This design comes from an exercise in tuning for small area on the open sky130 flow, not from production work. RTL that was checked went through simulation tests only; none was proved equivalent to the original. Power is estimated from default activity; no workload was simulated.

== the reference run ==
Design top, start of the top module:
module top (
    input  clk,
    input  rst,
    input  en,
    input  signed [7:0] adc_in,
    output wire [7:0] char_out,
    output wire char_valid,
    output wire signed [15:0] I_out,
    output wire signed [15:0] Q_out,
    output wire sweep_done,
    output wire signed [6:0] freq,
    output wire bit_tick,
    output wire bit_out
);
Size: about 6900 cells after synthesis, roughly 1300 flip-flops.
clock: 20.0 ns
lec_check: 0
abc_area: 1
cap_margin: 20
core_margin: 2
core_utilization: 55
slew_margin: 20
standard.sh (not shown) runs the stock make flow with config.mk's settings and CLKGATE_MAP_FILE= SYNTH_SCRIPT=/design/flow/synth_recipe.tcl, a recipe that flattens the netlist after the stock synthesis.
==> flow/flow/run.sh <==
#!/bin/bash
# The standard layout (standard.sh), with two synthesis changes: adders keep
# Yosys's default carry logic instead of the Kogge-Stone carry map (a non-empty
# SYNTH_OPERATIONS_ARGS replaces ORFS's "-extra-map lcu_kogge_stone.v"), and no
# full/half-adder cell extraction (empty ADDER_MAP_FILE), leaving adders to abc.
# Registers are mapped exactly as in the standard synthesis.
set -euo pipefail
export SYNTH_OPERATIONS_ARGS="-nofsm"
export ADDER_MAP_FILE=""
bash standard.sh > standard.log 2>&1
For the trial run, these inputs were changed with respect to the reference run:
- an added CTS_BUF_LIST of sky130_fd_sc_hd__clkbuf_16
- an added CTS_CLUSTER_SIZE of 22
- an added CTS_CLUSTER_DIAMETER of 100
Findings:
In the trial run, total power is lower than in the reference run. Register-to-register setup slack | the trial run above the reference run. Delta (the trial run minus the reference run): highest clock rate fell by 0.88 MHz; top-level port count barely changed.
Function was not checked in any run of this note: the RTL went through the layout flow alone.

---

Another version of the RTL of top (not shown whole).
For scale: ~4900 cells after synthesis, about 1300 flip-flops, ~48000 um2 of cells after synthesis.
Design top, start of the top module:
module top (
    input  clk,
    input  rst,
    input  en,
    input  signed [7:0] adc_in,
    output wire [7:0] char_out,
    output wire char_valid,
    output wire signed [15:0] I_out,
    output wire signed [15:0] Q_out,
    output wire sweep_done,
    output wire signed [6:0] freq,
    output wire bit_tick,
    output wire bit_out
);
    reg [4:0] c20;
    reg [5:0] c40;
    reg [3:0] c10;
    reg en20, en800, en8000;
    wire w20 = (c20 == 5'd19);
    wire w40 = (c40 == 6'd39);
    wire w10 = (c10 == 4'd9);
    always @(posedge clk or negedge rst) begin
        if (!rst) begin
            c20 <= 0; c40 <= 0; c10 <= 0;
            en20 <= 0; en800 <= 0; en8000 <= 0;
        end else begin
            c20 <= w20 ? 5'd0 : c20 + 5'd1;
            if (w20) c40 <= w40 ? 6'd0 : c40 + 6'd1;
            if (w20 && w40) c10 <= w10 ? 4'd0 : c10 + 4'd1;
            en20   <= w20;
            en800  <= w20 && w40;
            en8000 <= w20 && w40 && w10;
        end
    end
    wire fhead = (c10 == 4'd0) && (c40 == 6'd0);
    wire f_mac = (c10 == 4'd9) && (c40 == 6'd17) && (c20 == 5'd11);   
    localparam IDLE = 3'd1, START_SWEEP = 3'd2, ACCUMULATE = 3'd3, NEXT_FREQ = 3'd4,
               DONE_SWEEP = 3'd5, START_MIXING = 3'd6, MIXING = 3'd7;
    reg [2:0] st;
    reg [5:0] scount;
    reg [3:0] sidx, bcode, ccode;
    reg [32:0] eacc, ebest;
    reg sflag, sdone;
    reg [27:0] mag;
    wire cvalid;
    function [15:0] sweep_steps(input [3:0] idx);
        case (idx)
            4'd0: sweep_steps = 16'd4386;
            4'd1: sweep_steps = 16'd4410;
            4'd2: sweep_steps = 16'd4432;
            4'd3: sweep_steps = 16'd4454;
            4'd4: sweep_steps = 16'd4476;
            4'd5: sweep_steps = 16'd4500;
            4'd6: sweep_steps = 16'd4522;
            4'd7: sweep_steps = 16'd4546;
            4'd8: sweep_steps = 16'd4568;
            4'd9: sweep_steps = 16'd4590;
            4'd10: sweep_steps = 16'd4612;
            default: sweep_steps = 16'd0;
        endcase
    endfunction
    always @(posedge clk or negedge rst) begin
        if (!rst) st <= IDLE;
        else if (en20) begin
            case (st)
                IDLE:         st <= START_SWEEP;
                START_SWEEP:  st <= ACCUMULATE;
  ...
clock: 20.0 ns
lec_check: 0
abc_area: 1
cap_margin: 20
core_margin: 2
core_utilization: 55
cts_buf_list: sky130_fd_sc_hd__clkbuf_16
cts_cluster_diameter: 110
cts_cluster_size: 28
slew_margin: 20
==> flow/flow/run.sh <==
#!/bin/bash
# The standard layout (standard.sh) with these synthesis changes only:
#  - multipliers are Booth-encoded and adders keep Yosys's default carry logic:
#    SYNTH_OPERATIONS_ARGS="-booth"
#    replaces ORFS's "-extra-map lcu_kogge_stone.v";
#  - no full/half-adder cell extraction (empty ADDER_MAP_FILE);
#  - abc maps logic with Yosys's default area-oriented liberty script
#    (flow/abc_area.script) instead of ORFS's abc_area.script.
# The ORFS scripts are used from a copy in which only abc_area.script differs.
# Registers are mapped exactly as in the standard synthesis.
set -euo pipefail
rm -rf scripts_mod
cp -r "$FLOW_HOME/scripts" scripts_mod
cp flow/abc_area.script scripts_mod/abc_area.script
export SYNTH_OPERATIONS_ARGS="-booth"
export ADDER_MAP_FILE=""
bash standard.sh SCRIPTS_DIR="$PWD/scripts_mod" finish > standard.log 2>&1
==> flow/flow/abc_area.script <==
strash
&get -n
&fraig -x
&put
scorr
dc2
dretime
strash
&get -n
&dch -f
&nf
&put
Then changed:
CORE_UTILIZATION = 65   (was 55)
CTS_CLUSTER_DIAMETER = 100   (was 110)
CTS_CLUSTER_SIZE = 25   (was 28)
- die area shrinks by about a fifth
- final area is about the same
- wire length grows slightly
- power goes up slightly
- sequential share of layout area is higher by 0.15 points
- utilization climbs by 11 points
- via count grows by a few percent
- global-route usage rises by 4.1 points
- hold slack improves by 0.0091 ns
- cell count went down by a few percent

---

Another version of the RTL of top (not shown whole).
Size: roughly 4700 cells after synthesis, ~62 I/O pins, ~47000 µm² of cells after synthesis.
export LEC_CHECK = 0
export ABC_AREA = 1
export CAP_MARGIN = 20
export CORE_MARGIN = 2
export CORE_UTILIZATION = 55
export CTS_BUF_LIST = sky130_fd_sc_hd__clkbuf_16
export CTS_CLUSTER_DIAMETER = 100
export CTS_CLUSTER_SIZE = 25
export SLEW_MARGIN = 20
create_clock -name core_clock -period 20.0 [get_ports {clk}]
==> flow/flow/run.sh <==
#!/bin/bash
# The standard layout (standard.sh) with these synthesis changes only:
#  - multipliers are Booth-encoded and adders keep Yosys's default carry logic:
#    SYNTH_OPERATIONS_ARGS="-booth"
#    replaces ORFS's "-extra-map lcu_kogge_stone.v";
#  - no full/half-adder cell extraction (empty ADDER_MAP_FILE);
#  - abc maps logic with an area-oriented script (flow/abc_area.script:
#    Yosys's default liberty-mapping script with extra AIG rewriting and
#    area recovery) instead of ORFS's abc_area.script.
# The ORFS scripts are used from a copy in which only abc_area.script differs.
# Registers are mapped exactly as in the standard synthesis.
set -euo pipefail
rm -rf scripts_mod
cp -r "$FLOW_HOME/scripts" scripts_mod
cp flow/abc_area.script scripts_mod/abc_area.script
export SYNTH_OPERATIONS_ARGS="-booth"
export ADDER_MAP_FILE=""
bash standard.sh SCRIPTS_DIR="$PWD/scripts_mod" finish > standard.log 2>&1
==> flow/flow/abc_area.script <==
strash
&get -n
&fraig -x
&put
scorr
dc2
dretime
strash
balance
rewrite
refactor
balance
rewrite
rewrite -z
balance
refactor -z
rewrite -z
balance
dc2
balance
rewrite
refactor
balance
rewrite
rewrite -z
balance
refactor -z
rewrite -z
balance
dc2
strash
&get -n
&dch -f
&nf -R 1000
&put
strash
&get -n
&dch -f
&nf -R 1000
&put
The baseline passed the timing, design-rule and antenna checks.
Rerun with:
- CAP_MARGIN: 20 -> 5
- SLEW_MARGIN: 20 -> 5
Setup slack hardly moves.
Total power stays flat.
Synthesized cell count stays the same.
Flip-flop and latch count stays the same.
Die area is unchanged.
Clock skew barely changes.

---

top again, from the RTL that the note above started with.
Design top, start of the top module:
module top (
    input  clk,
    input  rst,
    input  en,
    input  signed [7:0] adc_in,
    output wire [7:0] char_out,
    output wire char_valid,
    output wire signed [15:0] I_out,
    output wire signed [15:0] Q_out,
    output wire sweep_done,
    output wire signed [6:0] freq,
    output wire bit_tick,
    output wire bit_out
);
export LEC_CHECK = 0
export ABC_AREA = 1
export CAP_MARGIN = 20
export CORE_MARGIN = 2
export CORE_UTILIZATION = 55
export CTS_BUF_LIST = sky130_fd_sc_hd__clkbuf_8 sky130_fd_sc_hd__clkbuf_16
export CTS_CLUSTER_DIAMETER = 100
export CTS_CLUSTER_SIZE = 25
export SLEW_MARGIN = 20
create_clock -name core_clock -period 20.0 [get_ports {clk}]
==> flow/flow/abc_area.script <==
strash
&get -n
&fraig -x
&put
scorr
dc2
dretime
strash
balance
rewrite
refactor
balance
rewrite
rewrite -z
balance
refactor -z
rewrite -z
balance
dc2
balance
rewrite
refactor
balance
rewrite
rewrite -z
balance
refactor -z
rewrite -z
balance
dc2
strash
&get -n
&dch -f
&nf -R 1000
&put
strash
&get -n
&dch -f
&nf -R 1000
&put
strash
&get -n
&dch -f
&nf -R 1000
&put
Scripts as last shown in full above: flow/flow/run.sh
Rerun with:
Settings changed: CTS_BUF_LIST sky130_fd_sc_hd__clkbuf_8 sky130_fd_sc_hd__clkbuf_16 to sky130_fd_sc_hd__clkbuf_16.
Die area stays the same.
Setup slack improves by 0.0042 ns.
Routed wire length hardly moves.
Global-route usage is about the same.

==> re-timing with driven ports <==
How much do the figures lean on ideal ports? The routed layouts below were timed once more, with nothing changed but the port constraints. Step 1: set_driving_cell puts a clkbuf_16 on clk and a buf_2 on each other input, an assumption about the parent block. Step 2 also shifts input and output timing later by t, the mid clock arrival at the registers, as if the neighbouring blocks saw the same clock. a / b / c = ideal ports / drivers / drivers and shift; a / b = the first two.
run	t, ns	setup slack, ns	clock arrival spread, ns
the reference run	0.790	11.378 / 11.309 / 10.519	0.045 / 0.045
the trial run	0.717	11.312 / 11.238 / 10.521	0.043 / 0.042
the first run of note 2	0.714	6.111 / 6.139 / 5.425	0.039 / 0.038
the second run of note 2	0.726	6.286 / 6.315 / 5.589	0.025 / 0.026
the first run of note 3	0.726	5.349 / 5.379 / 4.653	0.058 / 0.058
the second run of note 3	0.726	5.348 / 5.378 / 4.652	0.058 / 0.058
the first run of note 4	0.722	5.739 / 5.765 / 5.043	0.032 / 0.033
the second run of note 4	0.722	5.743 / 5.769 / 5.047	0.031 / 0.031
After both steps setup and hold are still met in every run listed. The setup slack of the reference run, which loses most, moves by -0.069 ns with the drivers and by -0.859 ns with both steps.
